From an optimization exercise on the open Yosys and OpenROAD flow, aimed at small area, a short achievable clock period and few clock cycles per item; shortcuts taken in it are not production practice.
Function not checked in this run: the RTL went through the layout flow alone.

$ cat design/flow/run.sh
#!/bin/bash
# synth_recipe.tcl (not shown) runs the flow's synth.tcl, then flattens the netlist and writes it again
# the make line also repeats each setting of config.mk as NAME=value (left out here)
make -C /OpenROAD-flow-scripts/flow DESIGN_CONFIG=/design/flow/config.mk WORK_HOME=/design/flow/orfs CLKGATE_MAP_FILE= SYNTH_SCRIPT=/design/flow/synth_recipe.tcl finish
$ cat design/flow/config.mk
export PLATFORM = sky130hd
export DESIGN_NAME = Out_of_Order_divider
export DESIGN_NICKNAME = Out_of_Order_divider
export VERILOG_FILES = /design/flow/design.v
export SDC_FILE = /design/flow/constraint.sdc
export NUM_CORES = 4
export LEC_CHECK = 0
export CAP_MARGIN = 20
export CORE_MARGIN = 2
export CORE_UTILIZATION = 40
export PLACE_DENSITY = 0.6
export SLEW_MARGIN = 20
$ cat design/flow/constraint.sdc
create_clock -name core_clock -period 6.0 [get_ports {clk}]
set_input_delay 1.2000 -clock core_clock [delete_from_list [all_inputs] [get_ports {clk}]]
set_output_delay 1.2000 -clock core_clock [all_outputs]
set_load 0.01 [all_outputs]
$ cat design/flow/design.v
module single_divider (Clk, a_in, d_in, q_out, r_out);
input Clk;
input [7:0] a_in, d_in;
output [7:0] q_out, r_out;
wire [0:0] pr0 = a_in[7];
wire [1:0] b0;
wire [0:0] df0;
assign b0[0] = 1'b0;
assign df0[0] = pr0[0] ^ d_in[0] ^ b0[0];
assign b0[1] = (~pr0[0] & d_in[0]) | (~(pr0[0] ^ d_in[0]) & b0[0]);
wire ge0 = (d_in[7:1] == 0) && !b0[1];
wire [0:0] nr0 = ge0 ? df0 : pr0;
wire [0:0] r1 = nr0;
wire [0:0] q1 = ge0;
wire [6:0] a1 = a_in[6:0];
wire [7:0] d1 = d_in;
wire [1:0] pr1 = {r1, a1[6]};
wire [2:0] b1;
wire [1:0] df1;
assign b1[0] = 1'b0;
assign df1[0] = pr1[0] ^ d1[0] ^ b1[0];
assign b1[1] = (~pr1[0] & d1[0]) | (~(pr1[0] ^ d1[0]) & b1[0]);
assign df1[1] = pr1[1] ^ d1[1] ^ b1[1];
assign b1[2] = (~pr1[1] & d1[1]) | (~(pr1[1] ^ d1[1]) & b1[1]);
wire ge1 = (d1[7:2] == 0) && !b1[2];
wire [1:0] nr1 = ge1 ? df1 : pr1;
wire [1:0] r2 = nr1;
wire [1:0] q2 = {q1, ge1};
wire [5:0] a2 = a1[5:0];
wire [7:0] d2 = d1;
wire [2:0] pr2 = {r2, a2[5]};
wire [3:0] b2;
wire [2:0] df2;
assign b2[0] = 1'b0;
assign df2[0] = pr2[0] ^ d2[0] ^ b2[0];
assign b2[1] = (~pr2[0] & d2[0]) | (~(pr2[0] ^ d2[0]) & b2[0]);
assign df2[1] = pr2[1] ^ d2[1] ^ b2[1];
assign b2[2] = (~pr2[1] & d2[1]) | (~(pr2[1] ^ d2[1]) & b2[1]);
assign df2[2] = pr2[2] ^ d2[2] ^ b2[2];
assign b2[3] = (~pr2[2] & d2[2]) | (~(pr2[2] ^ d2[2]) & b2[2]);
wire ge2 = (d2[7:3] == 0) && !b2[3];
wire [2:0] nr2 = ge2 ? df2 : pr2;
reg [2:0] r3;
always @(posedge Clk) r3 <= nr2;
reg [2:0] q3;
always @(posedge Clk) q3 <= {q2, ge2};
reg [4:0] a3;
always @(posedge Clk) a3 <= a2[4:0];
reg [7:0] d3;
always @(posedge Clk) d3 <= d2;
wire [3:0] pr3 = {r3, a3[4]};
wire [4:0] b3;
wire [3:0] df3;
assign b3[0] = 1'b0;
assign df3[0] = pr3[0] ^ d3[0] ^ b3[0];
assign b3[1] = (~pr3[0] & d3[0]) | (~(pr3[0] ^ d3[0]) & b3[0]);
assign df3[1] = pr3[1] ^ d3[1] ^ b3[1];
assign b3[2] = (~pr3[1] & d3[1]) | (~(pr3[1] ^ d3[1]) & b3[1]);
assign df3[2] = pr3[2] ^ d3[2] ^ b3[2];
assign b3[3] = (~pr3[2] & d3[2]) | (~(pr3[2] ^ d3[2]) & b3[2]);
assign df3[3] = pr3[3] ^ d3[3] ^ b3[3];
assign b3[4] = (~pr3[3] & d3[3]) | (~(pr3[3] ^ d3[3]) & b3[3]);
wire ge3 = (d3[7:4] == 0) && !b3[4];
wire [3:0] nr3 = ge3 ? df3 : pr3;
wire [3:0] r4 = nr3;
wire [3:0] q4 = {q3, ge3};
wire [3:0] a4 = a3[3:0];
wire [7:0] d4 = d3;
wire [4:0] pr4 = {r4, a4[3]};
wire [5:0] b4;
wire [4:0] df4;
assign b4[0] = 1'b0;
assign df4[0] = pr4[0] ^ d4[0] ^ b4[0];
assign b4[1] = (~pr4[0] & d4[0]) | (~(pr4[0] ^ d4[0]) & b4[0]);
assign df4[1] = pr4[1] ^ d4[1] ^ b4[1];
assign b4[2] = (~pr4[1] & d4[1]) | (~(pr4[1] ^ d4[1]) & b4[1]);
assign df4[2] = pr4[2] ^ d4[2] ^ b4[2];
assign b4[3] = (~pr4[2] & d4[2]) | (~(pr4[2] ^ d4[2]) & b4[2]);
assign df4[3] = pr4[3] ^ d4[3] ^ b4[3];
assign b4[4] = (~pr4[3] & d4[3]) | (~(pr4[3] ^ d4[3]) & b4[3]);
assign df4[4] = pr4[4] ^ d4[4] ^ b4[4];
assign b4[5] = (~pr4[4] & d4[4]) | (~(pr4[4] ^ d4[4]) & b4[4]);
wire ge4 = (d4[7:5] == 0) && !b4[5];
wire [4:0] nr4 = ge4 ? df4 : pr4;
wire [4:0] r5 = nr4;
wire [4:0] q5 = {q4, ge4};
wire [2:0] a5 = a4[2:0];
wire [7:0] d5 = d4;
wire [5:0] pr5 = {r5, a5[2]};
wire [6:0] b5;
wire [5:0] df5;
assign b5[0] = 1'b0;
assign df5[0] = pr5[0] ^ d5[0] ^ b5[0];
assign b5[1] = (~pr5[0] & d5[0]) | (~(pr5[0] ^ d5[0]) & b5[0]);
assign df5[1] = pr5[1] ^ d5[1] ^ b5[1];
assign b5[2] = (~pr5[1] & d5[1]) | (~(pr5[1] ^ d5[1]) & b5[1]);
assign df5[2] = pr5[2] ^ d5[2] ^ b5[2];
assign b5[3] = (~pr5[2] & d5[2]) | (~(pr5[2] ^ d5[2]) & b5[2]);
assign df5[3] = pr5[3] ^ d5[3] ^ b5[3];
assign b5[4] = (~pr5[3] & d5[3]) | (~(pr5[3] ^ d5[3]) & b5[3]);
assign df5[4] = pr5[4] ^ d5[4] ^ b5[4];
assign b5[5] = (~pr5[4] & d5[4]) | (~(pr5[4] ^ d5[4]) & b5[4]);
assign df5[5] = pr5[5] ^ d5[5] ^ b5[5];
assign b5[6] = (~pr5[5] & d5[5]) | (~(pr5[5] ^ d5[5]) & b5[5]);
wire ge5 = (d5[7:6] == 0) && !b5[6];
wire [5:0] nr5 = ge5 ? df5 : pr5;
reg [5:0] r6;
always @(posedge Clk) r6 <= nr5;
reg [5:0] q6;
always @(posedge Clk) q6 <= {q5, ge5};
reg [1:0] a6;
always @(posedge Clk) a6 <= a5[1:0];
reg [7:0] d6;
always @(posedge Clk) d6 <= d5;
wire [6:0] pr6 = {r6, a6[1]};
wire [7:0] b6;
wire [6:0] df6;
assign b6[0] = 1'b0;
assign df6[0] = pr6[0] ^ d6[0] ^ b6[0];
assign b6[1] = (~pr6[0] & d6[0]) | (~(pr6[0] ^ d6[0]) & b6[0]);
assign df6[1] = pr6[1] ^ d6[1] ^ b6[1];
assign b6[2] = (~pr6[1] & d6[1]) | (~(pr6[1] ^ d6[1]) & b6[1]);
assign df6[2] = pr6[2] ^ d6[2] ^ b6[2];
assign b6[3] = (~pr6[2] & d6[2]) | (~(pr6[2] ^ d6[2]) & b6[2]);
assign df6[3] = pr6[3] ^ d6[3] ^ b6[3];
assign b6[4] = (~pr6[3] & d6[3]) | (~(pr6[3] ^ d6[3]) & b6[3]);
assign df6[4] = pr6[4] ^ d6[4] ^ b6[4];
assign b6[5] = (~pr6[4] & d6[4]) | (~(pr6[4] ^ d6[4]) & b6[4]);
assign df6[5] = pr6[5] ^ d6[5] ^ b6[5];
assign b6[6] = (~pr6[5] & d6[5]) | (~(pr6[5] ^ d6[5]) & b6[5]);
assign df6[6] = pr6[6] ^ d6[6] ^ b6[6];
assign b6[7] = (~pr6[6] & d6[6]) | (~(pr6[6] ^ d6[6]) & b6[6]);
wire ge6 = (d6[7:7] == 0) && !b6[7];
wire [6:0] nr6 = ge6 ? df6 : pr6;
wire [6:0] r7 = nr6;
wire [6:0] q7 = {q6, ge6};
wire [0:0] a7 = a6[0:0];
wire [7:0] d7 = d6;
wire [7:0] pr7 = {r7, a7[0]};
wire [8:0] b7;
wire [7:0] df7;
assign b7[0] = 1'b0;
assign df7[0] = pr7[0] ^ d7[0] ^ b7[0];
assign b7[1] = (~pr7[0] & d7[0]) | (~(pr7[0] ^ d7[0]) & b7[0]);
assign df7[1] = pr7[1] ^ d7[1] ^ b7[1];
assign b7[2] = (~pr7[1] & d7[1]) | (~(pr7[1] ^ d7[1]) & b7[1]);
assign df7[2] = pr7[2] ^ d7[2] ^ b7[2];
assign b7[3] = (~pr7[2] & d7[2]) | (~(pr7[2] ^ d7[2]) & b7[2]);
assign df7[3] = pr7[3] ^ d7[3] ^ b7[3];
assign b7[4] = (~pr7[3] & d7[3]) | (~(pr7[3] ^ d7[3]) & b7[3]);
assign df7[4] = pr7[4] ^ d7[4] ^ b7[4];
assign b7[5] = (~pr7[4] & d7[4]) | (~(pr7[4] ^ d7[4]) & b7[4]);
assign df7[5] = pr7[5] ^ d7[5] ^ b7[5];
assign b7[6] = (~pr7[5] & d7[5]) | (~(pr7[5] ^ d7[5]) & b7[5]);
assign df7[6] = pr7[6] ^ d7[6] ^ b7[6];
assign b7[7] = (~pr7[6] & d7[6]) | (~(pr7[6] ^ d7[6]) & b7[6]);
assign df7[7] = pr7[7] ^ d7[7] ^ b7[7];
assign b7[8] = (~pr7[7] & d7[7]) | (~(pr7[7] ^ d7[7]) & b7[7]);
wire ge7 = 1'b1 && !b7[8];
wire [7:0] nr7 = ge7 ? df7 : pr7;
wire [7:0] r8 = nr7;
wire [7:0] q8 = {q7, ge7};
assign q_out = q8;
assign r_out = r8;
endmodule
`timescale 1 ns / 100 ps
module Out_of_Order_divider (clk, rst, start, memory_write_complete, dd_addr, dd_data, qr_we, qr_addr, qr_data);
input clk, rst, start;
output memory_write_complete;
output [4:0] dd_addr;
input [15:0] dd_data;
output qr_we;
output [4:0] qr_addr;
output [15:0] qr_data;
reg [4:0] rd_ptr, wr_ptr;
reg rd_run;
reg [1:0] valid;    
wire rd_active = start | rd_run;
always @(posedge clk, posedge rst)
begin
  if (rst) begin
    rd_ptr <= 5'd0;
    wr_ptr <= 5'd0;
    rd_run <= 1'b0;
    valid <= 0;
  end else begin
    valid <= {valid[0:0], rd_active};
    if (rd_active) begin
      rd_ptr <= rd_ptr + 5'd1;
      rd_run <= (rd_ptr != 5'd31);
    end
    if (qr_we)
      wr_ptr <= wr_ptr + 5'd1;
  end
end
assign dd_addr = rd_ptr;
assign qr_we = valid[1];
assign qr_addr = wr_ptr;
assign memory_write_complete = qr_we && (wr_ptr == 5'd31);
single_divider divider (.Clk(clk), .a_in(dd_data[15:8]), .d_in(dd_data[7:0]), .q_out(qr_data[15:8]), .r_out(qr_data[7:0]));
endmodule
==> flow_summary.ini <==
[run_status]
run_status = complete, but fails checks
violatedChecks = setup timing

[clock_tree]
cts-htree-levels = 2
clk_pin_slew_worst_paths_ps = 90
clkSinkCount = 54
cts.path.max_buffers = 2
tritoncts_clock_tree = built
number_of_buffers_added_by_the_clock_tree_synthesis_step = 5
cts_hold_repair.buffers = 0
cts_root_buf = clkbuf_8
insertion_delay_ps = 300

[job]
timing.max_cap.violations = 0

[hold_path]
hp-class = flop to flop
worstHoldPathCells = 0
min_delay_worst_endpoint = divider.a6[1]
hold_start = divider.a3[1]

[sta]
period_needed_ps = 7160
worst_margin_pin_slew_ps = 501
final_critical_path_setup_slack_ps = -1160
hold_viol_final = 0
worst_hold_slack_ps = 332
fin_skew_ps = 11.7
final-setup-viol-count = 9
slew_limit_fails = 0
grt_setup_unrepaired = true
timing.max_slew.rel_slack_pct = 66.5
aggregate_negative_setup_slack_ps = -9820
layout_worst_path_cycle_share_pct = 119
fmax_ghz = 0.140

[cells_and_area]
antennaDiodeCount = 0
post_route_cells_drive_above_1_share_pct = 40.2
design.final.nets = 399
area_growth_syn_to_layout_pct = 42.7

[logic_synthesis]
syn_area_per_cell_sq_um = 11.1
yosysWarnings = 2
postSynth.asyncResetShare_pct = 24.1
synth_register_bits = 54
syn_area_sq_um = 2820
synth_cell_types = 40
number_of_enable_type_register_cells_in_the_synthesized_netlist = 0
post_synth_inst_count = 254
synth_ff_type = dfxtp_1
synth.net_count = 313
seq_area_frac_synth_pct = 40.7

[routing]
drt_iter0_drc = 34
detailedRoute.firstPassIterationCount = 4
antenna_violating_nets_post_route = 0
drc = 0
routed_via_count_divided_by_cell_count = 4.60
via_count_of_the_routed_design = 2010
detail_route.wirelength_um = 5320
wl_per_cell_um = 12.2

[setup_path]
critical_path_required_ps = 4800
critPathArrivalTime_ps = 5960
critical-path-top-cell-by-count = fa_2
worst-path-max-fanout = 5
r2r_setup_slk_ps = 110
worstPathCellList = inv_2, ha_4, inv_2, fa_2, fa_2, fa_2, fa_2, fa_2, inv_2, fa_2, nor3_2, a21oi_2, fa_2, inv_2, fa_2, fa_2, fa_2, fa_2, fa_2, inv_2, ha_4, or2_4, mux2_4, buf_6
ff2ff_path_depth = 29
crit_slowest_cell = fa_2
timing.rr.end = divider.r6[2]
timing.critical_path.from_type = flop
r2r-start = divider.a3[4]
setup.worst_path.end_class = output port
critical_path_class = flop to output port
cpPeakStageDelay_ps = 390

[die]
floorplan.die_area_sq_um = 7730
io_pins = 47
rows = 30
starting_utilization_of_the_core_area_pct = 41.5
core_sq_um = 6790
die_width_um = 87.9
dieHeight_um = 87.9

[power]
peakVddDrop_mv = 0.104
post_layout_power_mw = 1.23
cellPowerDensity_nw_per_um2 = 306
p_leak_nw = 1.72

[placed_design]
port-buffer-count = 46
gpl.final_weighted_congestion = 0.842
pre_cts_ws_ps = -1290
dp_hpwl_um = 4300

[global_routing]
antenna_found_initial = 0
grt_pass1_wl_um = 8830
grt_max_degree = 17
grt_pass1_vias = 2000
grt.overflow.total = 0
grt_usage_pct = 14.8
-- worst max-delay path by stage --
stage	startpoint	to	slack, ps
CTS	divider.a6[1]	qr_data[6]	-1240
detailed placement	divider.a6[1]	qr_data[6]	-1290
floorplan	divider.a6[1]	qr_data[2]	-700
global placement	divider.a6[1]	qr_data[2]	-1210
finish	divider.a6[1]	qr_data[6]	-1160
global route	divider.a6[1]	qr_data[5]	-1350
-- report_power, final --
part | internal, mW | switching, mW
sequential | 0.417 | 0.0508
combinational | 0.312 | 0.209
clock | 0.136 | 0.105
total | 0.865 | 0.364
-- repair_timing --
action / in CTS / in global routing
gates cloned: 1 / 0
buffers inserted: 6 / 2
endpoints found under the setup margin: 16 / 16
pin swaps: 17 / 24
resized for setup: 55 / 36
-- metrics by stage --
step | std cells | area [sq um] | utilization (%)
floorplan | 254 | 2940 | -
global placement | 422 | 3700 | 54.5
detailed placement | 422 | 3700 | 54.5
CTS | 437 | 3900 | 57.5
global route | 437 | 4020 | 59.2
finish | 437 | 4020 | 59.2
-- synth_stat cells (all sizes together) (4+ instances only) --
cell / number / area (sq um)
inv: 42 / 158
dfxtp: 41 / 821
fa: 27 / 541
mux2: 16 / 180
dfrtp: 13 / 325
ha: 13 / 163
nor2: 10 / 37.5
o21ai: 9 / 45.0
nand2: 7 / 26.3
and2: 6 / 37.5
and3: 6 / 37.5
a21oi: 5 / 25.0
clkbuf: 5 / 18.8
or2: 5 / 31.3
xnor2: 5 / 43.8
nor3: 4 / 20.0
o31ai: 4 / 30.0
or4: 4 / 30.0
-- sequential cells by signal (all words and copies together), names as in the netlist --
name and count:
divider.q6 6, divider.r3 3, rd_run 1, valid 2, divider.a3 5, divider.d3 8
divider.q3 3, wr_ptr 5, divider.r6 6, divider.d6 8, rd_ptr 5, divider.a6 2
-- layout by cell type (no fill, tap or decap), drive strengths merged, types with 4 or more instances in the layout --
| master | count |
|---|---|
| nand2 | 7 |
| fa | 27 |
| o21ai | 9 |
| dfxtp | 41 |
| mux2 | 16 |
| nor2 | 10 |
| dfrtp | 13 |
| or2 | 6 |
| nor3 | 4 |
| or4 | 4 |
| ha | 13 |
| o31ai | 4 |
| buf | 49 |
| clkbuf | 7 |
| xnor2 | 5 |
| clkdlybuf4s50 | 37 |
| inv | 42 |
| a21oi | 5 |
| and3 | 6 |
| and2 | 6 |
-- worst max-delay path, delay by kind of cell (launching register included) --
| kind | cells | cell delay (ps) |
|---|---|---|
| adders and majority gates | 14 | 4250 |
| buffers and inverters | 6 | 390 |
| DFF | 1 | 340 |
| muxes | 1 | 310 |
| and+or+nand+nor | 2 | 210 |
| AOI/OAI and AO/OA | 1 | 180 |
-- metal layers --
metal / part of all wire [%] / up-vias / GRT usage [%]
met1: 42 / 958 / 17.7
met4: 1.2 / 0 / 4.20
met2: 54 / 36 / 26.7
met5: 0 / - / 0
met3: 3.2 / 7 / 3.11
li1: - / 1009 / -
-- cell type report --
cell class,count,area (sq um)
Multi-Input combinational cell,150,1700
Clock buffer,7,86.3
Sequential cell,54,1150
Fill cell,581,2770
Tap cell,96,120
Clock inverter,1,30.0
Inverter,43,161
Timing Repair Buffer,86,768
-- cells by family after synthesis --
logic type      Yosys count  share of synthesized area, %
simple gates             53                          10.7
flops                    54                          40.7
buf+inv                  51                          7.10
mux                      19                          7.46
fa+ha+maj                40                          25.0
xor+xnor                  6                          1.86
compound gates           31                          7.19

==> separate check: timing with driven ports <==
Ports are ideal in the flow. The routed layout listed here was re-timed in OpenROAD.
Step 1 assumes that a clkbuf_16 drives the clock port and a buf_2 every other input.
Step 2, shift: input delay + t, output delay - t, t = (earliest + latest rising clock arrival at the registers) / 2. This alone moves slack from input paths to output paths.
Slacks: ideal / step 1 / step 2; pairs: ideal / step 1.
t, ns: 0.321
setup WS [ns]: -1.161 / -1.188 / -0.867
worst register clock-pin slew, ns: 0.09 / 0.09
worst data-port slew with drivers (ns): 0.04
The setup slack of this run moves by -0.027 ns with the drivers and by +0.294 ns with both steps.
